Source: an optimization exercise on an open RTL-to-GDS flow (aim: small area, a short achievable clock period and few clock cycles). Production flows keep margins and buffers that such runs may drop.
Only simulation tests tie the RTL to the original design; equivalence was not proved.
Power figures rest on the tool's default switching activity, not on a simulated workload.

`design/flow/design.v`:
```
package lampFPU_pkg;
	parameter LAMP_FLOAT_DW		=	16;
	parameter LAMP_FLOAT_S_DW 	=	1;
	parameter LAMP_FLOAT_E_DW 	=	8;
	parameter LAMP_FLOAT_F_DW 	=	7;
	parameter LAMP_INTEGER_DW	=	32;
	parameter LAMP_INTEGER_S_DW	=	1;
	parameter LAMP_INTEGER_F_DW	=	31;
	parameter LAMP_FLOAT_E_BIAS	=	(2 ** (LAMP_FLOAT_E_DW - 1)) - 1;
	parameter LAMP_FLOAT_E_MAX	=	(2 ** LAMP_FLOAT_E_DW) - 1;
	parameter INF				=	15'h7f80;
	parameter ZERO				=	15'h0000;
	parameter SNAN				=	15'h7fbf;
	parameter QNAN				=	15'h7fc0;
	parameter PLUS_INF			=	16'h7f80;
	parameter MINUS_INF			=	16'hff80;
	parameter PLUS_ZERO			=	16'h0000;
	parameter MINUS_ZERO		=	16'h8000;
	parameter INF_E_F			=	15'b111111110000000;  
	parameter SNAN_E_F			=	15'b111111110111111;  
	parameter QNAN_E_F			=	15'b111111111000000;  
	parameter ZERO_E_F			=	15'b000000000000000;  
	parameter LAMP_APPROX_DW	=	4;
	parameter LAMP_PREC_DW		=	8;
	parameter LAMP_APPROX_MULS	=	$clog2 ((LAMP_FLOAT_DW+1)/LAMP_APPROX_DW);
	typedef enum logic
	{
		FPU_RNDMODE_NEAREST		=	'd0,
		FPU_RNDMODE_TRUNCATE	=	'd1
	} rndModeFPU_t;
	typedef enum logic[3:0]
	{
		FPU_IDLE	= 4'd0,
		FPU_I2F		= 4'd1,
		FPU_F2I		= 4'd2,
		FPU_ADD		= 4'd3,
		FPU_SUB		= 4'd4,
		FPU_MUL		= 4'd5,
		FPU_DIV		= 4'd6,
		FPU_EQ		= 4'd7,
		FPU_LT		= 4'd8,
		FPU_LE		= 4'd9,
		FPU_SQRT    = 4'd10,
		FPU_INVSQRT = 4'd11
	} opcodeFPU_t;
endpackage
	localparam logic [127:0] DIVR_B0 = 128'h00000000000000000000000000000000;
	localparam logic [127:0] DIVR_B1 = 128'h00000000000000000000000000000000;
	localparam logic [127:0] DIVR_B2 = 128'h00000000000000000000000000000000;
	localparam logic [127:0] DIVR_B3 = 128'h00aaaa00aaaa00aa00aa00aa0000aaaa;
	localparam logic [127:0] DIVR_B4 = 128'h00666600666600660066006600006666;
	localparam logic [127:0] DIVR_B5 = 128'h001e1eaa1e1e001eaa1e001eaa001e1e;
	localparam logic [127:0] DIVR_B6 = 128'h00fe0166ab54005466fe00fe6600abfe;
	localparam logic [127:0] DIVR_B7 = 128'h0001ff1e66cdaa981eab00541eaa99fe;
	localparam logic [127:0] DIVR_B8 = 128'h00aaaafe4b6966e0ab660067ab6687fe;
	localparam logic [127:0] DIVR_B9 = 128'h00666654738e1e55cce1aa87661e2a54;
	localparam logic [127:0] DIVR_B10 = 128'h001e1ecdd6a5ab66f0e066524bfe6667;
	localparam logic [127:0] DIVR_B11 = 128'haaab54969b36338700e01e3126ab4b87;
	localparam logic [127:0] DIVR_B12 = 128'h6666cdb2496d6952aa4aab5a4b338c07;
	localparam logic [127:0] DIVR_B13 = 128'h1e1e3c71c71ce73199d99936d9695aad;
	localparam logic [127:0] DIVR_B14 = 128'h01fe03f03f03e0f0783878f1c718c663;
	localparam logic [127:0] DIVR_B15 = 128'h0001fff000ffe00ff807f80fc0f83e1f;
	localparam logic [127:0] DIVR_B16 = 128'h0000000fffffe00007fff8003ff801ff;
	localparam logic [127:0] DIVR_B17 = 128'h0000000000001ffffffff8000007ffff;
	localparam logic [127:0] DIVR_B18 = 128'h0000000000000000000007ffffffffff;
	localparam logic [127:0] DIVR_B19 = 128'hffffffffffffffffffffffffffffffff;
	localparam logic [511:0] SQRT_B0 = 512'hfffffffffffffffffffffffffffffffceffffffffffefffffffbfeffffffffffffffffffffbffefffffffffffffffffcffffffffffdffffffffffdffffffffff;
	localparam logic [511:0] SQRT_B1 = 512'h4b4b5ad5aad55554ab52d24d998e3c0026664c9b24da49696b56aa5552a94b6cb696d2d2d2d6b4ad6a56ad56aa55555655555556aab55ab56a5294b496db6db2;
	localparam logic [511:0] SQRT_B2 = 512'hc738c63399cccccd99364924b4a56aaa1e1e3c78e3c638e718ce66333664d92538e71ce31ce738ce7398ce67339999989999999b33266cd9b364d926db6db6db;
	localparam logic [511:0] SQRT_B3 = 512'h3f07c1f0783c3c3c78f1c71c739ce66601fe03f81fc1f81f07c1e1f0f1e3c71c3f07e0fc1f07c0f07c1f0f87c3e1e1e0e1e1e1e3c3c78f1e3c78e1c71c71c71c;
	localparam logic [511:0] SQRT_B4 = 512'hff003ff007fc03fc07f03f03f07c1e1e0001fff8003ff800ffc01ff00fe03f03c007ff001ff800ff801ff007fc01fe00fe01fe03fc07f01fc07f01f81f81f81f;
	localparam logic [511:0] SQRT_B5 = 512'h00fffff00003fffc000fff000ffc01fe00000007fffff800003ffff0001fff000007ffffe00000ffffe00007fffe0000fffe0003fff8001fff8001ffe001ffe0;
	localparam logic [511:0] SQRT_B6 = 512'hfffffff000000003ffffff000003fffe00000000000007fffffffff0000000fffff80000000000fffffffff800000000fffffffc0000001ffffffe000001ffff;
	localparam logic [511:0] SQRT_B7 = 512'hfffffff000000000000000fffffffffe00000000000000000000000fffffffffffffffffffffff000000000000000000ffffffffffffffe0000000000001ffff;
	localparam logic [511:0] SQRT_B8 = 512'h0000000ffffffffffffffffffffffffe0000000000000000000000000000000000000000000000000000000000000000fffffffffffffffffffffffffffe0000;
	localparam logic [511:0] SQRT_B9 = 512'hfffffffffffffffffffffffffffffffe0000000000000000000000000000000000000000000000000000000000000000ffffffffffffffffffffffffffffffff;
import lampFPU_pkg::*;
module lampFPU_top (
	clk, rst,
	flush_i, padv_i,
	opcode_i, rndMode_i, op1_i, op2_i,
	result_o, isResultValid_o, isReady_o
);
	localparam logic [127:0] DIVR_B0 = 128'h00000000000000000000000000000000;
	localparam logic [127:0] DIVR_B1 = 128'h00000000000000000000000000000000;
	localparam logic [127:0] DIVR_B2 = 128'h00000000000000000000000000000000;
	localparam logic [127:0] DIVR_B3 = 128'h00aaaa00aaaa00aa00aa00aa0000aaaa;
	localparam logic [127:0] DIVR_B4 = 128'h00666600666600660066006600006666;
	localparam logic [127:0] DIVR_B5 = 128'h001e1eaa1e1e001eaa1e001eaa001e1e;
	localparam logic [127:0] DIVR_B6 = 128'h00fe0166ab54005466fe00fe6600abfe;
	localparam logic [127:0] DIVR_B7 = 128'h0001ff1e66cdaa981eab00541eaa99fe;
	localparam logic [127:0] DIVR_B8 = 128'h00aaaafe4b6966e0ab660067ab6687fe;
	localparam logic [127:0] DIVR_B9 = 128'h00666654738e1e55cce1aa87661e2a54;
	localparam logic [127:0] DIVR_B10 = 128'h001e1ecdd6a5ab66f0e066524bfe6667;
	localparam logic [127:0] DIVR_B11 = 128'haaab54969b36338700e01e3126ab4b87;
	localparam logic [127:0] DIVR_B12 = 128'h6666cdb2496d6952aa4aab5a4b338c07;
	localparam logic [127:0] DIVR_B13 = 128'h1e1e3c71c71ce73199d99936d9695aad;
	localparam logic [127:0] DIVR_B14 = 128'h01fe03f03f03e0f0783878f1c718c663;
	localparam logic [127:0] DIVR_B15 = 128'h0001fff000ffe00ff807f80fc0f83e1f;
	localparam logic [127:0] DIVR_B16 = 128'h0000000fffffe00007fff8003ff801ff;
	localparam logic [127:0] DIVR_B17 = 128'h0000000000001ffffffff8000007ffff;
	localparam logic [127:0] DIVR_B18 = 128'h0000000000000000000007ffffffffff;
	localparam logic [127:0] DIVR_B19 = 128'hffffffffffffffffffffffffffffffff;
	localparam logic [511:0] SQRT_B0 = 512'hfffffffffffffffffffffffffffffffceffffffffffefffffffbfeffffffffffffffffffffbffefffffffffffffffffcffffffffffdffffffffffdffffffffff;
	localparam logic [511:0] SQRT_B1 = 512'h4b4b5ad5aad55554ab52d24d998e3c0026664c9b24da49696b56aa5552a94b6cb696d2d2d2d6b4ad6a56ad56aa55555655555556aab55ab56a5294b496db6db2;
	localparam logic [511:0] SQRT_B2 = 512'hc738c63399cccccd99364924b4a56aaa1e1e3c78e3c638e718ce66333664d92538e71ce31ce738ce7398ce67339999989999999b33266cd9b364d926db6db6db;
	localparam logic [511:0] SQRT_B3 = 512'h3f07c1f0783c3c3c78f1c71c739ce66601fe03f81fc1f81f07c1e1f0f1e3c71c3f07e0fc1f07c0f07c1f0f87c3e1e1e0e1e1e1e3c3c78f1e3c78e1c71c71c71c;
	localparam logic [511:0] SQRT_B4 = 512'hff003ff007fc03fc07f03f03f07c1e1e0001fff8003ff800ffc01ff00fe03f03c007ff001ff800ff801ff007fc01fe00fe01fe03fc07f01fc07f01f81f81f81f;
	localparam logic [511:0] SQRT_B5 = 512'h00fffff00003fffc000fff000ffc01fe00000007fffff800003ffff0001fff000007ffffe00000ffffe00007fffe0000fffe0003fff8001fff8001ffe001ffe0;
	localparam logic [511:0] SQRT_B6 = 512'hfffffff000000003ffffff000003fffe00000000000007fffffffff0000000fffff80000000000fffffffff800000000fffffffc0000001ffffffe000001ffff;
	localparam logic [511:0] SQRT_B7 = 512'hfffffff000000000000000fffffffffe00000000000000000000000fffffffffffffffffffffff000000000000000000ffffffffffffffe0000000000001ffff;
	localparam logic [511:0] SQRT_B8 = 512'h0000000ffffffffffffffffffffffffe0000000000000000000000000000000000000000000000000000000000000000fffffffffffffffffffffffffffe0000;
	localparam logic [511:0] SQRT_B9 = 512'hfffffffffffffffffffffffffffffffe0000000000000000000000000000000000000000000000000000000000000000ffffffffffffffffffffffffffffffff;
input									clk;
input									rst;
input									flush_i;
input									padv_i;
input			[3:0]					opcode_i;
input									rndMode_i;
input			[LAMP_INTEGER_DW-1:0]	op1_i;
input			[LAMP_FLOAT_DW-1:0]		op2_i;
output	logic	[LAMP_INTEGER_DW-1:0]	result_o;
output	logic							isResultValid_o;
output	logic							isReady_o;
	logic			accept;
	assign accept		= ~isResultValid_o & (opcode_i != FPU_IDLE) & ~flush_i;
	assign isReady_o	= (opcode_i == FPU_IDLE) | isResultValid_o;
	logic			dv_pend;
	logic			isDivOp;
	assign isDivOp		= opcode_i == FPU_DIV;
	always_ff @(posedge clk)
	begin
		if (rst)
		begin
			isResultValid_o	<=	1'b0;
			dv_pend			<=	1'b0;
		end
		else if (isResultValid_o)
			isResultValid_o	<=	~padv_i;
		else if (dv_pend)
		begin
			isResultValid_o	<=	1'b1;
			dv_pend			<=	1'b0;
		end
		else
		begin
			isResultValid_o	<=	accept & ~isDivOp;
			dv_pend			<=	accept & isDivOp;
		end
	end
	logic			s1, s2;
	logic	[7:0]	e1, e2;
	logic	[6:0]	f1, f2;
	logic			isInf1, isDN1, isZ1, isSN1, isQN1, isNaN1;
	logic			isInf2, isDN2, isZ2, isSN2, isQN2, isNaN2;
	logic	[8:0]	E1, E2;		 
	logic	[7:0]	F1, F2;		 
	logic	[2:0]	nlz1, nlz2;
	logic	[7:0]	N1, N2;		 
	function automatic logic [2:0] lzc8(input logic [7:0] x);
		casez (x)
			8'b1???????: lzc8 = 3'd0;
			8'b01??????: lzc8 = 3'd1;
			8'b001?????: lzc8 = 3'd2;
			8'b0001????: lzc8 = 3'd3;
			8'b00001???: lzc8 = 3'd4;
			8'b000001??: lzc8 = 3'd5;
			8'b0000001?: lzc8 = 3'd6;
			8'b00000001: lzc8 = 3'd7;
			default:     lzc8 = 3'd0;
		endcase
	endfunction
	always_comb
	begin
		{s1, e1, f1}	= op1_i[15:0];
		{s2, e2, f2}	= op2_i;
		isInf1	= (&e1) & ~(|f1);
		isDN1	= ~(|e1) & (|f1);
		isZ1	= ~(|op1_i[14:0]);
		isSN1	= (&e1) & ~f1[6] & (|f1[5:0]);
		isQN1	= (&e1) & f1[6];
		isNaN1	= isSN1 | isQN1;
		isInf2	= (&e2) & ~(|f2);
		isDN2	= ~(|e2) & (|f2);
		isZ2	= ~(|op2_i[14:0]);
		isSN2	= (&e2) & ~f2[6] & (|f2[5:0]);
		isQN2	= (&e2) & f2[6];
		isNaN2	= isSN2 | isQN2;
		E1		= {1'b0, e1[7:1], e1[0] | isDN1};
		E2		= {1'b0, e2[7:1], e2[0] | isDN2};
		F1		= {|e1, f1};		 
		F2		= {|e2, f2};
		nlz1	= lzc8(F1);
		nlz2	= lzc8(F2);
		N1		= F1 << nlz1;
		N2		= F2 << nlz2;
	end
	logic	isAdd, isSub, isMul, isDiv, isSqrt, isInvSqrt, isF2i, isI2f, isEq, isLt, isLe;
	assign isI2f		= opcode_i == FPU_I2F;
	assign isF2i		= opcode_i == FPU_F2I;
	assign isAdd		= opcode_i == FPU_ADD;
	assign isSub		= opcode_i == FPU_SUB;
	assign isMul		= opcode_i == FPU_MUL;
	assign isDiv		= opcode_i == FPU_DIV;
	assign isEq			= opcode_i == FPU_EQ;
	assign isLt			= opcode_i == FPU_LT;
	assign isLe			= opcode_i == FPU_LE;
	assign isSqrt		= opcode_i == FPU_SQRT;
	assign isInvSqrt	= opcode_i == FPU_INVSQRT;
	logic			as_gt, as_doSub, as_sticky, as_sInit;
	logic	[8:0]	as_ediff, as_eInit;
	logic	[10:0]	as_rhs, as_rhsSh;
	logic	[11:0]	as_noSh, as_sum, as_fInit;
	logic	[12:0]	as_sum13;
	logic			as_eGt;
	logic			as_specNaN, as_specSign;
	always_comb
	begin
		as_eGt		= E1 > E2;
		as_gt		= as_eGt | ((E1 == E2) & (F1 > F2));
		as_ediff	= as_eGt ? (E1 - E2) : (E2 - E1);
		as_rhs		= as_gt ? {F2, 3'b0} : {F1, 3'b0};
		as_noSh		= as_gt ? {1'b0, F1, 3'b0} : {1'b0, F2, 3'b0};
		as_rhsSh	= as_rhs >> as_ediff;
		case (as_ediff)
			9'd0, 9'd1, 9'd2:	as_sticky = 1'b0;
			9'd3, 9'd4:			as_sticky = as_rhs[3];
			9'd5:				as_sticky = |as_rhs[4:3];
			9'd6:				as_sticky = |as_rhs[5:3];
			9'd7:				as_sticky = |as_rhs[6:3];
			9'd8:				as_sticky = |as_rhs[7:3];
			9'd9:				as_sticky = |as_rhs[8:3];
			default:			as_sticky = |as_rhs[9:3];
		endcase
		as_rhsSh[0]	= as_rhsSh[0] | as_sticky;
		as_doSub	= isSub ^ s1 ^ s2;
		as_sum13	= {as_noSh, 1'b1} + {{1'b0, as_rhsSh} ^ {12{as_doSub}}, as_doSub};
		as_sum		= as_sum13[12:1];
		as_eInit	= as_gt ? E1 : E2;
		as_sInit	= as_gt ? s1 : (s2 ^ isSub);
		as_fInit	= as_doSub ? {1'b0, as_sum[10:0]} : as_sum;
		as_specNaN	= isNaN1 | isNaN2 | (isInf1 & isInf2 & (s1 ^ s2 ^ isSub));
		if (isNaN1)
			as_specSign	= s1;
		else if (isNaN2)
			as_specSign	= s2;
		else if (isInf1 & isInf2 & (s1 ^ s2 ^ isSub))
			as_specSign	= 1'b1;
		else if (isInf1)
			as_specSign	= s1;
		else
			as_specSign	= s2 ^ isSub;
	end
	logic	[9:0]	md_et, md_t;
	logic	[16:0]	md_b;
	logic	[24:0]	md_x;
	logic	[19:0]	dv_r;
	logic	[6:0]	dv_idx;
	assign dv_idx = N2[6:0];
	assign dv_r = {DIVR_B19[dv_idx], DIVR_B18[dv_idx], DIVR_B17[dv_idx], DIVR_B16[dv_idx],
				DIVR_B15[dv_idx], DIVR_B14[dv_idx], DIVR_B13[dv_idx], DIVR_B12[dv_idx],
				DIVR_B11[dv_idx], DIVR_B10[dv_idx], DIVR_B9[dv_idx], DIVR_B8[dv_idx],
				DIVR_B7[dv_idx], DIVR_B6[dv_idx], DIVR_B5[dv_idx], DIVR_B4[dv_idx],
				DIVR_B3[dv_idx], DIVR_B2[dv_idx], DIVR_B1[dv_idx], DIVR_B0[dv_idx]};
	logic	[3:0]	md_nlzs;
	logic	[9:0]	md_kmu, md_kdu;
	logic	[4:0]	md_k;
	always_comb
	begin
		md_t	= {1'b0, E2} - 10'd127 - nlz2;
		md_et	= {1'b0, E1} - nlz1 + (md_t ^ {10{dv_pend}}) + {9'b0, dv_pend};
		md_b	= dv_pend ? d_r[16:0] : {9'b0, F2};
		md_x	= F1 * md_b;
		md_nlzs	= nlz1 + nlz2;
		md_kmu	= 10'd142 - {1'b0, E1} - {1'b0, E2};
		md_kdu	= {1'b0, E2} - {1'b0, E1} - nlz2 - 10'd113;
	end
	logic	[9:0]	sq_d;
	logic	[7:0]	sq_epre, sq_e;
	logic	[9:0]	sq_t;
	logic	[8:0]	sq_idx;
	assign sq_idx = {isInvSqrt, E1[0] & ~nlz1[0], N1[6:0]};
	assign sq_t = {SQRT_B9[sq_idx], SQRT_B8[sq_idx], SQRT_B7[sq_idx], SQRT_B6[sq_idx], SQRT_B5[sq_idx],
				SQRT_B4[sq_idx], SQRT_B3[sq_idx], SQRT_B2[sq_idx], SQRT_B1[sq_idx], SQRT_B0[sq_idx]};
	always_comb
	begin
		sq_d	= {1'b0, E1} - nlz1;
		sq_epre	= isInvSqrt ? (8'd190 - sq_d[8:1]) : (8'd64 + sq_d[8:1]);
	end
	logic			fi_isSR;
	logic	[4:0]	fi_sr, fi_sl;
	logic	[34:0]	fi_ext, fi_sh;
	logic			fi_sticky, fi_addOne, fi_sign;
	always_comb
	begin
		fi_sr	= '0;
		fi_sl	= '0;
		fi_isSR	= 1'b0;
		if (E1 < 9'd103)
		begin
			fi_sr	= 5'd31;
			fi_isSR	= 1'b1;
		end
		else if (E1 < 9'd134)
		begin
			fi_sr	= 5'(9'd134 - E1);
			fi_isSR	= 1'b1;
		end
		else if (E1 < 9'd158 || (s1 && E1 == 9'd158 && F1 == 8'h80))
			fi_sl	= 5'(E1 - 9'd134);
		fi_ext	= {24'b0, F1, 3'b0};
		fi_sh	= fi_isSR ? (fi_ext >> fi_sr) : (fi_ext << fi_sl);
		case (fi_sr)
			5'd0, 5'd1:	fi_sticky = 1'b0;
			5'd2:		fi_sticky = fi_sh[3];
			5'd3:		fi_sticky = |fi_sh[4:3];
			5'd4:		fi_sticky = |fi_sh[5:3];
			5'd5:		fi_sticky = |fi_sh[6:3];
			5'd6:		fi_sticky = |fi_sh[7:3];
			5'd7:		fi_sticky = |fi_sh[8:3];
			5'd8:		fi_sticky = |fi_sh[9:3];
			default:	fi_sticky = 1'b0;
		endcase
		fi_addOne	= ~rndMode_i & ((fi_sh[3] & fi_sh[2]) | (fi_sh[2] & fi_sticky));
		fi_sign		= s1 & ~isNaN1;
	end
	logic	cm_eq, cm_lt, cm_res, cm_nan, cm_zz;
	always_comb
	begin
		cm_nan	= isNaN1 | isNaN2;
		cm_zz	= isZ1 & isZ2;
		cm_eq	= ~cm_nan & (cm_zz | (op1_i[15:0] == op2_i));
		cm_lt	= ~cm_nan & ~cm_zz & (
					(s1 & ~s2) |
					(~s1 & ~s2 & (op1_i[14:0] < op2_i[14:0])) |
					(s1 & s2 & (op1_i[14:0] > op2_i[14:0])));
		if (isEq)
			cm_res	= cm_eq;
		else if (isLt)
			cm_res	= cm_lt;
		else
			cm_res	= cm_eq | cm_lt;
	end
	logic			c_as, c_md, c_i2f, c_sq, c_f2i, c_cmp;
	logic			c_as_r, c_md_r, c_i2f_r, c_sq_r, c_f2i_r, c_cmp_r;
	logic			isDiv_r, rnd_r;
	logic			sp, spSign, spZero, spNaN;
	logic			sp_r, spSign_r, spZero_r, spNaN_r;
	logic			s_n, s_r;
	logic	[9:0]	e_n, e_r;
	logic	[31:0]	d_n, d_r;
	logic			md_under, md_zero, md_ge255, md_ge256;
	logic			md_under_r, md_zero_r, md_ge255_r, md_ge256_r;
	logic	[4:0]	md_k_r;
	logic			fi_neg_r, fi_inc_r;
	always_comb
	begin
		c_as	= isAdd | isSub;
		c_md	= isMul | isDiv;
		c_i2f	= isI2f;
		c_sq	= isSqrt | isInvSqrt;
		c_f2i	= isF2i;
		c_cmp	= isEq | isLt | isLe;
		md_under	= md_et[9] | (dv_pend & (md_et == 10'd0));
		md_zero		= md_et[9] & (md_et < 10'd1013);
		if (md_under)
			md_k	= dv_pend ? md_kdu[4:0] : md_kmu[4:0];
		else
			md_k	= dv_pend ? (5'd13 - nlz1) : (5'd14 - md_nlzs);
		md_ge255	= md_et >= 10'd255;
		md_ge256	= md_et >= 10'd256;
		sp		= 1'b0;
		spSign	= 1'b0;
		spZero	= 1'b0;
		spNaN	= 1'b0;
		s_n		= 1'b0;
		e_n		= '0;
		if (c_as)
		begin
			sp		= isInf1 | isInf2 | isNaN1 | isNaN2;
			spSign	= as_specSign;
			spNaN	= as_specNaN;
			s_n		= as_sInit;
			e_n		= {1'b0, as_eInit};
		end
		else if (c_md)
		begin
			sp		= isZ1 | isZ2 | isInf1 | isInf2 | isNaN1 | isNaN2;
			if (isNaN1)
			begin
				spSign	= s1;
				spNaN	= 1'b1;
			end
			else if (isNaN2)
			begin
				spSign	= s2;
				spNaN	= 1'b1;
			end
			else if (isMul)
			begin
				if ((isZ1 & isInf2) | (isInf1 & isZ2))
				begin
					spSign	= 1'b1;
					spNaN	= 1'b1;
				end
				else
				begin
					spSign	= s1 ^ s2;
					spZero	= isZ1 | isZ2;
				end
			end
			else
			begin
				spSign	= s1 ^ s2;
				spNaN	= (isZ1 & isZ2) | (isInf1 & isInf2);
				spZero	= ~spNaN & (isZ1 | isInf2);
			end
			s_n		= s1 ^ s2;
			e_n		= md_et;
		end
		else if (c_sq)
		begin
			sp		= isZ1 | s1 | isInf1 | isNaN1;
			if (isZ1)
			begin
				spSign	= s1;
				spZero	= isSqrt;
			end
			else if (s1)
			begin
				spSign	= 1'b1;
				spNaN	= 1'b1;
			end
			else if (isInf1)
			begin
				spSign	= s1;
				spZero	= isInvSqrt;
			end
			else
			begin
				spSign	= 1'b1;
				spNaN	= 1'b1;
			end
			s_n		= s1;
			e_n		= {2'b0, sq_epre};
		end
		else if (c_i2f)
		begin
			sp		= ~(|op1_i);
			spZero	= 1'b1;
			s_n		= op1_i[31];
		end
		d_n		= ({32{c_as}} & {20'b0, as_fInit})
				| ({32{c_md}} & ((isDiv & ~dv_pend) ? {15'b0, dv_r[19:3]} : {7'b0, md_x}))
				| ({32{c_sq}} & {22'b0, sq_t})
				| ({32{c_i2f}} & ((op1_i ^ {32{op1_i[31]}}) + {31'b0, op1_i[31]}))
				| ({32{c_f2i}} & fi_sh[34:3])
				| ({32{c_cmp}} & {31'b0, cm_res});
	end
	always_ff @(posedge clk)
	begin
		if (~isResultValid_o)
		begin
			c_as_r		<=	c_as;
			c_md_r		<=	c_md;
			c_i2f_r		<=	c_i2f;
			c_sq_r		<=	c_sq;
			c_f2i_r		<=	c_f2i;
			c_cmp_r		<=	c_cmp;
			isDiv_r		<=	dv_pend;
			rnd_r		<=	rndMode_i;
			sp_r		<=	sp;
			spSign_r	<=	spSign;
			spZero_r	<=	spZero;
			spNaN_r		<=	spNaN;
			s_r			<=	s_n;
			e_r			<=	e_n;
			d_r			<=	d_n;
			md_under_r	<=	md_under;
			md_zero_r	<=	md_zero;
			md_k_r		<=	md_k;
			md_ge255_r	<=	md_ge255;
			md_ge256_r	<=	md_ge256;
			fi_neg_r	<=	fi_sign;
			fi_inc_r	<=	fi_sign ^ fi_addOne;
		end
	end
	logic	[11:0]	as_fi, as_f;
	logic	[8:0]	as_ei, as_e;
	logic	[3:0]	as_lsa;
	always_comb
	begin
		as_fi	= d_r[11:0];
		as_ei	= e_r[8:0];
		casez (as_fi)
			12'b1???????????: as_lsa = 4'd0;
			12'b01??????????: as_lsa = 4'd0;
			12'b001?????????: as_lsa = 4'd1;
			12'b0001????????: as_lsa = 4'd2;
			12'b00001???????: as_lsa = 4'd3;
			12'b000001??????: as_lsa = 4'd4;
			12'b0000001?????: as_lsa = 4'd5;
			12'b00000001????: as_lsa = 4'd6;
			12'b000000001???: as_lsa = 4'd7;
			12'b0000000001??: as_lsa = 4'd8;
			12'b00000000001?: as_lsa = 4'd9;
			12'b000000000001: as_lsa = 4'd10;
			default:          as_lsa = 4'd0;
		endcase
		if (as_fi[11])
		begin
			if (as_ei == 9'd254)
			begin
				as_e	= 9'd255;
				as_f	= '0;
			end
			else
			begin
				as_e	= as_ei + 9'd1;
				as_f	= {1'b0, as_fi[11:1]};
			end
		end
		else if (as_fi[10])
		begin
			as_f	= {as_fi[11:2], as_fi[1] | as_fi[0], 1'b0};
			as_e	= as_ei;
		end
		else if (as_fi == '0)
		begin
			as_e	= '0;
			as_f	= '0;
		end
		else if (as_ei > {5'b0, as_lsa})
		begin
			as_e	= as_ei - as_lsa;
			as_f	= as_fi << as_lsa;
		end
		else
		begin
			as_e	= '0;
			as_f	= as_fi << (as_ei[3:0] - 4'd1);
		end
	end
	logic	[15:0]	md_m, md_msh;
	logic	[29:0]	md_v;
	logic	[9:0]	md_e;
	logic			md_ls, md_st;
	logic	[11:0]	md_fi, md_f;
	logic	[8:0]	md_e9;
	always_comb
	begin
		md_v	= isDiv_r ? {2'b0, d_r[24:0], 3'b0} : {d_r[15:0], 14'b0};
		md_msh	= 16'(md_v >> md_k_r);
		md_ls	= isDiv_r & ~md_msh[14];
		if (md_under_r)
		begin
			md_m	= md_zero_r ? 16'b0 : md_msh;
			md_e	= '0;
		end
		else if (md_ge255_r & (~md_ls | md_ge256_r))
		begin
			md_m	= '0;
			md_e	= '1;
		end
		else
		begin
			md_m	= md_ls ? {md_msh[14:0], 1'b0} : md_msh;
			md_e	= e_r - md_ls;
		end
		md_st		= |md_m[2:0];
		md_fi		= md_m[15:4];
		md_fi[0]	= md_fi[0] | md_st;
		if (md_fi[11])
		begin
			if (md_e == 10'd254)
			begin
				md_e9	= 9'd255;
				md_f	= '0;
			end
			else
			begin
				md_e9	= md_e[8:0] + 9'd1;
				md_f	= {1'b0, md_fi[11:1]};
			end
		end
		else if (md_e != '0)
		begin
			md_f	= {md_fi[11:2], md_fi[1] | md_fi[0], 1'b0};
			md_e9	= md_e[8:0];
		end
		else if (md_fi[10])
		begin
			md_e9	= '1;
			md_f	= md_fi;
		end
		else
		begin
			md_e9	= '0;
			md_f	= md_fi;
		end
		md_f[1]	= md_f[1] | md_st;
		md_f[0]	= md_st;
	end
	logic	[31:0]	if_norm;
	logic	[4:0]	if_lz;
	function automatic logic [4:0] lzc32(input logic [31:0] x);
		logic [4:0] n;
		n = 5'd31;
		for (int k = 0; k < 32; k++)
			if (x[k])
				n = 5'd31 - k[4:0];
		lzc32 = n;
	endfunction
	always_comb
	begin
		if_lz	= lzc32(d_r);
		if_norm	= d_r << if_lz;
	end
	logic	[7:0]	r_e;
	logic	[8:0]	r_f;			 
	logic			r_up;
	logic	[6:0]	r_frac;
	always_comb
	begin
		if (c_as_r)
		begin
			r_e		= as_e[7:0];
			r_f		= as_f[9:1];
		end
		else if (c_md_r)
		begin
			r_e		= md_e9[7:0];
			r_f		= md_f[9:1];
		end
		else if (c_sq_r)
		begin
			r_e		= e_r[7:0] - d_r[9];
			r_f		= d_r[8:0];
		end
		else
		begin
			r_e		= 8'd158 - if_lz;
			r_f		= {if_norm[30:23], |if_norm[22:0]};
		end
		r_up	= ~rnd_r & r_f[1] & (r_f[0] | r_f[2]);
		if (r_up & ~(&r_f[5:2]))
			r_frac	= {r_f[8:6], r_f[5:2] + 4'd1};
		else
			r_frac	= r_f[8:2];
		if (c_f2i_r)
			result_o	= (d_r ^ {32{fi_neg_r}}) + {31'b0, fi_inc_r};
		else if (c_cmp_r)
			result_o	= {31'b0, d_r[0]};
		else if (sp_r)
			result_o	= {16'b0, spSign_r, {8{~spZero_r}}, spNaN_r, 6'b0};
		else
			result_o	= {16'b0, s_r, r_e, r_frac};
	end
endmodule
```
`design/flow/flow/run.sh`:
```
#!/bin/bash
set -euo pipefail
bash standard.sh SETUP_SLACK_MARGIN=6 "BUFFER_PORTS_ARGS=-buffer_cell sky130_fd_sc_hd__buf_2" finish > standard.log 2>&1
```
`design/flow/standard.sh`:
```
#!/bin/bash
# synth_recipe.tcl (not shown) runs the flow's synth.tcl, then flattens the netlist and writes it again
# the make line also repeats each setting of config.mk as NAME=value (left out here)
make -C /OpenROAD-flow-scripts/flow DESIGN_CONFIG=/design/flow/config.mk WORK_HOME=/design/flow/orfs CLKGATE_MAP_FILE= SYNTH_SCRIPT=/design/flow/synth_recipe.tcl "${@:-finish}"
```
`design/flow/config.mk`:
```
export PLATFORM = sky130hd
export DESIGN_NAME = lampFPU_top
export DESIGN_NICKNAME = lampFPU_top
export VERILOG_FILES = /design/flow/design.v
export SDC_FILE = /design/flow/constraint.sdc
export NUM_CORES = 4
export LEC_CHECK = 0
export ABC_AREA = 1
export CAP_MARGIN = 20
export CORE_MARGIN = 2
export CORE_UTILIZATION = 40
export SETUP_SLACK_MARGIN = 5
export SLEW_MARGIN = 20
```
`design/flow/constraint.sdc`:
```
create_clock -name core_clock -period 15.0 [get_ports {clk}]
set_input_delay 3.0000 -clock core_clock [delete_from_list [all_inputs] [get_ports {clk}]]
set_output_delay 3.0000 -clock core_clock [all_outputs]
set_load 0.01 [all_outputs]
```
==> results of run 1 <==
==> per-stage QoR <==
step / instance area, um2 / hold slack [ns] / std cells
global route: 27800 / 0.567 / 5275
finish: 27800 / 0.532 / 5275
global placement: 26700 / 0.522 / 5210
CTS: 27300 / 0.531 / 5242
detailed placement: 26700 / 0.520 / 5210
floorplan: 25800 / 0.470 / 4421
==> path summary, 6_finish.rpt <==
kind | start | end
worst max-delay path | d_r[1] | result_o[1]
worst min-delay path | isResultValid_o | isResultValid_o
worst max register to register | dv_pend | d_r[23]
worst min register to register | isResultValid_o | isResultValid_o
==> cell usage in the layout, fill, tap and decap left out, drive strengths merged, types with 31 or more instances in the layout <==
master	Yosys	final
fa	102	102
o21ai	495	495
a31oi	35	35
ha	167	167
buf	81	179
edfxtp	65	65
nand4	32	32
o22ai	31	31
nand3	261	261
xnor2	72	72
nand2	1048	1048
a21oi	281	281
inv	615	613
o211ai	56	56
nor3	74	74
xor2	81	81
nor2	508	508
==> worst max-delay path: cells and delay by family (launching register included) <==
| kind | cells | cell delay [ns] |
|---|---|---|
| AOI/OAI and AO/OA | 5 | 1.03 |
| and+or+nand+nor | 17 | 2.18 |
| DFF | 1 | 0.36 |
| buffers and inverters | 7 | 0.91 |
| adders and majority gates | 3 | 0.62 |
| muxes | 1 | 0.28 |
==> cell families after synthesis <==
family,count (synthesis),synth area share
and+or+nand+nor,1977,0.320
AOI/OAI and AO/OA,1104,0.255
muxes,19,0.00742
xor gates and xnor gates,153,0.0519
DFF,67,0.0772
adders and majority gates,269,0.160
buffers and inverters,832,0.129
==> cell type report <==
| type | instances | area share |
|---|---|---|
| Inverter | 630 | 0.0877 |
| Timing Repair inverter | 1 | 0.000180 |
| Clock buffer | 9 | 0.00810 |
| Tap cell | 855 | 0.0385 |
| Multi-Input combinational cell | 3522 | 0.746 |
| Timing Repair Buffer | 184 | 0.0442 |
| Clock inverter | 7 | 0.00355 |
| Sequential cell | 67 | 0.0716 |
==> report_power, final <==
| part | leakage (nW) | switching (mW) | internal (mW) |
|---|---|---|---|
| clock | 0.156 | 0.0940 | 0.147 |
| combinational | 12.1 | 1.35 | 0.631 |
| sequential | 0.724 | 0.0661 | 0.246 |
==> layer usage <==
metal	vias to the layer above	track usage	routed length, um
met3	326	0.0443	10500
met5	-	0	51
met4	4	0.177	7310
met2	1705	0.532	50200
met1	14400	0.452	47900
li1	14800	-	-
==> timing repair <==
| item | CTS | global route |
|---|---|---|
| hold endpoints to repair | 0 | 0 |
| setup endpoints to repair | 29 | 36 |
| setup buffers | 15 | 32 |
| cloned | 1 | 1 |
| resized for setup | 26 | 96 |
| pin swaps | 2 | 10 |
==> summary.txt, run 1 <==
Initial Utilization 0.402; slew margin rel. 0.175; Port Buffers 90; CP max FO 14; Worst Tran Pin Value approximately 1.2 ns; GRT overflow 0; sequential area share after synthesis 0.0772; multi-input logic area between 0.02 and 0.025 mm2; R2R Setup Slk roughly 8.2 ns; number of global-route vias before repair slightly below 30,000; Place WS 5.01 ns; synth warn 1; Avg Cell Area, Syn between 5 and 6 um2; Largest regs d_r: 32 flops, e_r: 10 flops, md_k_r: 5 flops; global-route wire length before repair 175,000 um; # diodes 0; final core occ 0.434; # clock sinks 67; total power 2.53 mW; layout net count roughly 4,700; Worst-Skew Late Latency between 0.3 and 0.4 ns; worst setup path category reg2out; Clock Skews approximately 0.010 ns; Worst-path clk slew around 0.06 ns; die height 258 um; Hold WC Path Type reg2reg; wire per inst between 20 and 25 um; WHS Path Cells 1; vias per cell a little under 6; area leader, netlist nand2_1; final worst-path cycle share 0.584; Most used DFF post-synth edfxtp_1; Sequential Area roughly 0.002 mm2; initial antenna violation count 3; synthesized instance count between 4,000 and 5,000; status timing/DRC/antenna clean; Max Slew Vio Count 0; P&R area growth vs syn 7.84%; initial drt markers ~4,000; setup tns final 0 ns; Setup Viol. Count Final 0; Reg with most FFs d_r; top area cells in the synthesized netlist nand2_1 (15%), inv_1 (8.5%), o21ai_0 (8.3%), ha_1 (8.1%), fa_1 (7.9%); Worst setup EP type output port; DRC viols 0; VDD IR max 0.0517 mV; hold-fix buffers at CTS 0; share of cells above drive strength 1 0.0878; synth cell count leaders nand2_1 (1,034), inv_1 (583), nor2_1 (492); critical path required time about 12 ns; post-route ant nets 0; die span in x 258 um; HPWL after DPL ~91,000 um; Synth top area share 0.150; root buffer cell clkbuf_16; final period demand of the worst path 8.77 ns; reg2reg path depth 33; slowest CP cell a221o_1; Async S/R FF share, synth 0; drt pass-1 iters 6; DR vias roughly 31,000; H-tree levels 3; Synth Register Bits 67; Mapped Area 0.0258 mm2; Leak Pwr ~13 nW; power density cells 91.1 mW/mm2; syn_nets about 4,700; EDFF count, synth 65; count leader, synth nand2_1; max reg flops 32; largest net degree at the start of global routing 67; f_max approximately 110 MHz; IO Pins 91; arrival time at the worst endpoint around 5.8 ns; most frequent CP cell inv_1; Startpoint Class flip-flop; max_cap viols 0; Num CTS Buffers 9; slack of the critical path between 6 and 7 ns; CTS tree done; Placer Congestion about 1.0; Crit path largest cell delay approximately 0.39 ns; Hold Fails Final Rpt 0; die area 0.0665 mm2; Std-Cell Rows 93; RSZ-0062 raised after global routing yes; clk buf depth 2; Routed Wire Length around 120,000 um; Netlist cell types 82; Filler cells 7,133; All-Layer GR Usage 0.338; core box area 0.0641 mm2
Testbench counts, summed over its fixed seeds: cycles 20,075.
==> run 2, diff against run 1 <==
--- a/design/flow/config.mk
+++ b/design/flow/config.mk
@@ -11,2 +11,4 @@
 export CORE_UTILIZATION = 40
+export GPL_ROUTABILITY_DRIVEN = 0
+export PLACE_DENSITY = 0.75
 export SETUP_SLACK_MARGIN = 5
==> summary.txt, run 2 <==
Final Instance Area 0.0276 mm2 (was 0.0278 mm2); Filler cells 6,759 (was 7,133); All-Layer GR Usage 0.291 (was 0.338); arrival time at the worst endpoint 5.70 ns (was 5.77 ns); Max Slew Vio Count 0 (unchanged); die area 0.0665 mm2 (unchanged); RSZ-0062 raised after global routing yes (unchanged); CP bufs+invs 6 (was 7); synth cell count leaders nand2_1 (1,034), inv_1 (583), nor2_1 (492) (unchanged); multi-input logic area 0.0206 mm2 (was 0.0208 mm2); # clock sinks 67 (unchanged); Most used DFF post-synth edfxtp_1 (unchanged); Place WS 5.32 ns (was 5.01 ns); DR vias 31,900 (was 31,200); die height 258 um (unchanged); number of global-route vias before repair 28,900 (about the same); clk buf depth 2 (unchanged); status timing/DRC/antenna clean (unchanged); wire per inst 19.2 um (was 22.0 um); share of cells above drive strength 1 0.0824 (was 0.0878); Port Buffers 90 (unchanged); die span in x 258 um (unchanged); Synth Register Bits 67 (unchanged); vias per cell 6.04 (was 5.91); setup tns final 0 ns (unchanged); max_cap viols 0 (unchanged); EDFF count, synth 65 (unchanged); f_max 115 MHz (was 114 MHz); post-route insts no fill 5,276 (was 5,275); top area cells in the synthesized netlist nand2_1 (15%), inv_1 (8.5%), o21ai_0 (8.3%), ha_1 (8.1%), fa_1 (7.9%) (unchanged); Routed Wire Length 101,000 um (was 116,000 um); root buffer cell clkbuf_16 (unchanged); synthesized instance count 4,421 (unchanged); hold-fix buffers at CTS 0 (unchanged); final period demand of the worst path 8.70 ns (was 8.77 ns); Worst Tran Pin Value 1.16 ns (was 1.23 ns); Std-Cell Rows 93 (unchanged); combinational share of power 0.777 (was 0.782); global-route wire length before repair 157,000 um (was 175,000 um); most frequent CP cell nand3_1 (was inv_1); area leader, netlist nand2_1 (unchanged); worst setup path category reg2out (unchanged); critical path required time 12.00 ns (about the same); switching share of power 0.588 (was 0.596); clock network power share 0.092 (was 0.095); slowest CP cell edfxtp_1 (was a221o_1); max reg flops 32 (unchanged); slack of the critical path 6.30 ns (was 6.23 ns); largest net degree at the start of global routing 67 (unchanged); CTS tree done (unchanged); count leader, synth nand2_1 (unchanged); Reg with most FFs d_r (unchanged); total power 2.41 mW (was 2.53 mW); final worst-path cycle share 0.580 (was 0.584); internal power 0.994 mW (was 1.02 mW); syn_nets 4,747 (unchanged); Num CTS Buffers 9 (unchanged); Worst setup EP type output port (unchanged); CP delay by family, top simple AND/OR/NAND/NOR gates (unchanged); DRC viols 0 (unchanged); final core occ 0.430 (was 0.434); Sequential Area 0.00199 mm2 (unchanged); sequential area share after synthesis 0.0772 (unchanged); synth warn 1 (unchanged); Largest regs d_r: 32 flops, e_r: 10 flops, md_k_r: 5 flops (unchanged); Crit path largest cell delay 0.56 ns (was 0.39 ns); hold_ws 0.543 ns (was 0.532 ns); part of the power in registers 0.131 (was 0.123); initial antenna violation count 9 (was 3); Startpoint Class flip-flop (unchanged); Async S/R FF share, synth 0 (unchanged); Mapped Area 0.0258 mm2 (unchanged); VDD IR max 0.0636 mV (was 0.0517 mV); IO Pins 91 (unchanged); slew margin rel. 0.222 (was 0.175); Clock Skews 0.0162 ns (was 0.0105 ns); Avg Cell Area, Syn 5.83 um2 (unchanged); power density cells 87.4 mW/mm2 (was 91.1 mW/mm2); drt pass-1 iters 10 (was 6); Setup Viol. Count Final 0 (unchanged); Hold Fails Final Rpt 0 (unchanged); H-tree levels 3 (unchanged); switching power 1.42 mW (was 1.51 mW); Worst-Skew Late Latency 0.37 ns (was 0.36 ns); Netlist cell types 82 (unchanged); initial drt markers 4,506 (was 3,939); layout net count 4,739 (was 4,741); core box area 0.0641 mm2 (unchanged); commonest cells after routing, fill and taps aside nand2_1 (1,033), inv_1 (572), nor2_1 (485) (was nand2_1 (1,033), inv_1 (570), nor2_1 (481)); placed cell area 0.0266 mm2 (was 0.0267 mm2); GRT overflow 0 (unchanged); CP max FO 14 (unchanged); Synth top area share 0.150 (unchanged); Worst-path clk slew 0.07 ns (was 0.06 ns); placed cell count 5,196 (was 5,210); Hold WC Path Type reg2reg (unchanged); Initial Utilization 0.402 (unchanged); HPWL after DPL 78,000 um (was 90,800 um); P&R area growth vs syn 6.94% (was 7.84%); Leak Pwr 12.9 nW (was 13.0 nW); post-route ant nets 0 (unchanged); most common cell after layout, fill and taps aside nand2_1 (unchanged)
[run 2: cell counts after synthesis]
Identical to the previous run, type by type.
[run 2: cell type report]
type                       count  share of cell area
antenna                        3            0.000272
clock buffer                  11             0.00844
clock inverter                 5             0.00195
inverter                     630              0.0879
multi-input combinational   3522               0.748
sequential                    67              0.0722
tap                          855              0.0388
timing repair buffer         182              0.0423
timing repair inverter         1            0.000181
[run 2: worst paths after layout]
check / slack (ns) / end / depth (start not counted) / startpoint
min reg2reg: 0.54 / isResultValid_o / 1 / isResultValid_o
max reg2reg: 8.37 / d_r[24] / 35 / dv_pend
min: 0.54 / isResultValid_o / 1 / isResultValid_o
max: 6.30 / result_o[1] / 32 / d_r[8]
[run 2: worst reg2reg max path: cells and delay by family, from the launching register on]
kind / cells / cell delay, ns
and+or+nand+nor: 10 / 1.06
adders and majority gates: 5 / 2.27
DFF: 1 / 0.31
buffers and inverters: 8 / 1.05
AOI/OAI and AO/OA: 12 / 1.68
[run 2: cells by family after synthesis]
family	count (synthesis)	share of synthesized area
AND/OR/NAND/NOR	1977	0.320
multiplexers	19	0.00742
XOR/XNOR	153	0.0519
buffers and inverters	832	0.129
adder cells (fa/ha/maj)	269	0.160
flip-flops	67	0.0772
AO/OA/AOI/OAI	1104	0.255
[run 2: routing by layer]
layer / global-route usage / routed length [um] / vias up
met5: 0 / 57 / -
met4: 0.185 / 7790 / 10
met3: 0.0704 / 13500 / 607
met2: 0.455 / 42900 / 2404
met1: 0.360 / 37000 / 14100
li1: - / - / 14800
[run 2: what timing repair did]
item / 4_1_cts / 5_1_grt
setup buffers: 13 / 47
cloned: 1 / 0
pin swaps: 2 / 6
setup endpoints to repair: 14 / 36
gates resized for setup: 14 / 63
[run 2: power groups by stage]
stage                     logic, mW  clock network, mW  registers [mW]
after floorplan                1.36                  0           0.263
final                          1.87              0.222           0.317
after global placement         1.69                  0           0.341
after detailed placement       1.71                  0           0.342
after global routing           2.07              0.226           0.318
after CTS                      1.75              0.220           0.322
==> run 3, diff against run 2 <==
--- a/design/flow/config.mk
+++ b/design/flow/config.mk
@@ -9,6 +9,7 @@
 export CAP_MARGIN = 20
+export CELL_PAD_IN_SITES_DETAIL_PLACEMENT = 0
+export CELL_PAD_IN_SITES_GLOBAL_PLACEMENT = 0
 export CORE_MARGIN = 2
 export CORE_UTILIZATION = 40
-export GPL_ROUTABILITY_DRIVEN = 0
-export PLACE_DENSITY = 0.75
+export PLACE_DENSITY = 0.85
 export SETUP_SLACK_MARGIN = 5
==> summary.txt, run 3 <==
H-tree levels 3 (unchanged); most common cell after layout, fill and taps aside nand2_1 (unchanged); max_cap viols 0 (unchanged); Async S/R FF share, synth 0 (unchanged); RR Endpoint d_r[23] (was d_r[24]); top area cells in the synthesized netlist nand2_1 (15%), inv_1 (8.5%), o21ai_0 (8.3%), ha_1 (8.1%), fa_1 (7.9%) (unchanged); max reg flops 32 (unchanged); post-route ant nets 0 (unchanged); All-Layer GR Usage 0.313 (was 0.291); Setup Viol. Count Final 0 (unchanged); Worst setup EP type flip-flop (was output port); Mapped Area 0.0258 mm2 (unchanged); Routed Wire Length 109,000 um (was 101,000 um); GRT overflow 0 (unchanged); die area 0.0665 mm2 (unchanged); Worst-path clk slew 0.07 ns (about the same); clk buf depth 2 (unchanged); Crit path largest cell delay 0.38 ns (was 0.56 ns); initial drt markers 4,191 (was 4,506); Max Slew Vio Count 0 (unchanged); slowest CP cell fa_1 (was edfxtp_1); Hold Startpoint dv_pend (was isResultValid_o); initial antenna violation count 10 (was 9); VDD IR max 0.0442 mV (was 0.0636 mV); sequential area share after synthesis 0.0772 (unchanged); DRC viols 0 (unchanged); RSZ-0062 raised after global routing yes (unchanged); vias per cell 6.01 (was 6.04); Final Instance Area 0.0276 mm2 (about the same); Port Buffers 90 (unchanged); worst setup path category in2reg (was reg2out); drt pass-1 iters 6 (was 10); Reg-to-Reg Start dv_pend (unchanged); final period demand of the worst path 8.75 ns (was 8.70 ns); final worst-path cycle share 0.583 (was 0.580); layout net count 4,736 (was 4,739); f_max 114 MHz (was 115 MHz); area leader, netlist nand2_1 (unchanged); commonest cells after routing, fill and taps aside nand2_1 (1,033), inv_1 (573), nor2_1 (487) (was nand2_1 (1,033), inv_1 (572), nor2_1 (485)); Netlist cell types 82 (unchanged); count leader, synth nand2_1 (unchanged); HPWL after DPL 84,200 um (was 78,000 um); DR vias 31,700 (was 31,900); Hold Fails Final Rpt 0 (unchanged); Std-Cell Rows 93 (unchanged); IO Pins 91 (unchanged); die span in x 258 um (unchanged); wire per inst 20.6 um (was 19.2 um); Leak Pwr 13.0 nW (was 12.9 nW); core box area 0.0641 mm2 (unchanged); syn_nets 4,747 (unchanged); Reg with most FFs d_r (unchanged); slew margin rel. 0.197 (was 0.222); synthesized instance count 4,421 (unchanged); placed cell area 0.0267 mm2 (was 0.0266 mm2); synth cell count leaders nand2_1 (1,034), inv_1 (583), nor2_1 (492) (unchanged); Worst-Skew Late Latency 0.38 ns (was 0.37 ns); arrival time at the worst endpoint 8.86 ns (was 5.70 ns); CTS tree done (unchanged); Largest regs d_r: 32 flops, e_r: 10 flops, md_k_r: 5 flops (unchanged); Num CTS Buffers 9 (unchanged); R2R Setup Slk 8.17 ns (was 8.37 ns); CP max FO 12 (was 14); global-route wire length before repair 166,000 um (was 157,000 um); setup tns final 0 ns (unchanged); hold endpoint dv_pend (was isResultValid_o); P&R area growth vs syn 7.13% (was 6.94%); status timing/DRC/antenna clean (unchanged); largest net degree at the start of global routing 67 (unchanged); critical path required time 15.11 ns (was 12.00 ns); Placer Congestion 1.05; Clock Skews 0.0204 ns (was 0.0162 ns); Worst Tran Pin Value 1.19 ns (was 1.16 ns); Synth Register Bits 67 (unchanged); number of global-route vias before repair 29,100 (was 28,900); die height 258 um (unchanged); share of cells above drive strength 1 0.0824 (about the same); WHS Path Cells 2 (was 1); Initial Utilization 0.402 (unchanged); synth warn 1 (unchanged); Hold WC Path Type reg2reg (unchanged); hold-fix buffers at CTS 0 (unchanged); Avg Cell Area, Syn 5.83 um2 (unchanged); Synth top area share 0.150 (unchanged); hold_ws 0.520 ns (was 0.543 ns); reg2reg path depth 31 (was 35); Startpoint Class input pin (was flip-flop); power density cells 88.7 mW/mm2 (was 87.4 mW/mm2); Most used DFF post-synth edfxtp_1 (unchanged); root buffer cell clkbuf_16 (unchanged); EDFF count, synth 65 (unchanged); # clock sinks 67 (unchanged)
==> run 3: cell count changes in the layout (fill, tap and decap cells not counted), sizes merged <==
cell,before,now
clkinv,13,10
clkinvlp,11,10
bufinv,1,2
buf,179,174
inv,611,616
diode,3,6
==> run 3: per-layer routing <==
layer	routed length [um]	share of wire	GRT usage
met1	41400	0.38	0.391
met4	7310	0.067	0.179
met2	47900	0.44	0.507
met3	11800	0.11	0.0594
met5	59	0.00054	0
==> run 3: repair_timing <==
| item | in CTS | in global routing |
|---|---|---|
| setup endpoints to repair | 22 | 34 |
| resized for setup | 16 | 72 |
| pin swaps | 1 | 6 |
| buffers inserted | 8 | 39 |
| endpoints found under the hold margin | 0 | 0 |
| gates cloned | 1 | 0 |
==> run 3: report_power, final <==
group          switching [mW]  total [mW]  leakage [nW]  internal, mW
Sequential             0.0660       0.312         0.724         0.246
Clock                  0.0996       0.245         0.147         0.145
Combinational            1.28        1.90          12.1         0.615
Total                    1.45        2.45          13.0          1.01
==> run 3: cell families (layout without fill, tap and decap cells) <==
group           Yosys count  after routing  synth area share
fa+ha+maj               269            269             0.160
compound gates         1104           1104             0.255
simple gates           1977           1977             0.320
buf+inv                 832            826             0.129
xor+xnor                153            153            0.0519
other cells               0              6                 0
flops                    67             67            0.0772
mux                      19             19           0.00742
==> run 3: how the worst max path moves through the flow <==
stage          cells after the start       from  slack [ns]     endpoint
6_report                          37   op1_i[2]        6.25      d_r[11]
2_1_floorplan                     33  op1_i[11]        6.28      d_r[23]
5_1_grt                           39   op1_i[2]        5.78      d_r[11]
3_5_place_dp                      28  op2_i[11]        4.98       d_r[4]
3_3_place_gp                      28  op2_i[11]        5.00       d_r[4]
4_1_cts                           33     d_r[5]        6.00  result_o[1]
==> run 3: per-stage QoR <==
stage | power [mW] | std cells | util | setup WS [ns]
floorplan | 1.62 | 4421 | - | 6.28
global placement | 2.07 | 5206 | 0.416 | 5.00
detailed placement | 2.08 | 5206 | 0.416 | 4.98
CTS | 2.34 | 5231 | 0.423 | 6.00
global route | 2.65 | 5274 | 0.431 | 5.78
finish | 2.45 | 5276 | 0.431 | 6.25
==> run 3: critical path, delay by kind of cell <==
family / cells / cell delay (ns)
AO/OA/AOI/OAI: 13 / 2.24
AND/OR/NAND/NOR: 11 / 0.95
adder cells (fa/ha/maj): 3 / 0.94
XOR/XNOR: 2 / 0.31
multiplexers: 1 / 0.21
buffers and inverters: 7 / 1.18
==> run 3: area by class of cell <==
class                           count  area, um2
Fill cell                        6861      36500
Multi-Input combinational cell   3522      20700
Inverter                          630       2420
Sequential cell                    67       1990
Timing Repair Buffer              179       1160
Tap cell                          855       1070
Clock buffer                        9        225
Clock inverter                      7       91.3
Antenna cell                        6       15.0
Timing Repair inverter              1       5.00

static timing again, ports no longer ideal:
In the flow no input, the clock included, has a driving cell. The finished layouts below were timed again as built, in two steps.
Step 1: set_driving_cell puts a clkbuf_16 on clk and a buf_2 on each other input, an assumption about the parent block.
Step 2 also shifts input and output timing later by t, the mid clock arrival at the registers, as if the neighbouring blocks saw the same clock.
a / b / c = ideal / step 1 / step 2; a / b = the first two.
| run | t, ns | setup slack, ns | worst setup path after step 2 | clock arrival spread, ns |
|---|---|---|---|---|
| run 1 | 0.413 | 6.234 / 6.177 / 5.948 | input to register | 0.011 / 0.011 |
| run 2 | 0.415 | 6.296 / 6.239 / 5.963 | input to register | 0.017 / 0.017 |
| run 3 | 0.420 | 6.251 / 6.198 / 5.805 | input to register | 0.020 / 0.020 |
After both steps setup and hold are still met in every run listed. The setup slack of run 3, which loses most, moves by -0.053 ns with the drivers and by -0.446 ns with both steps.
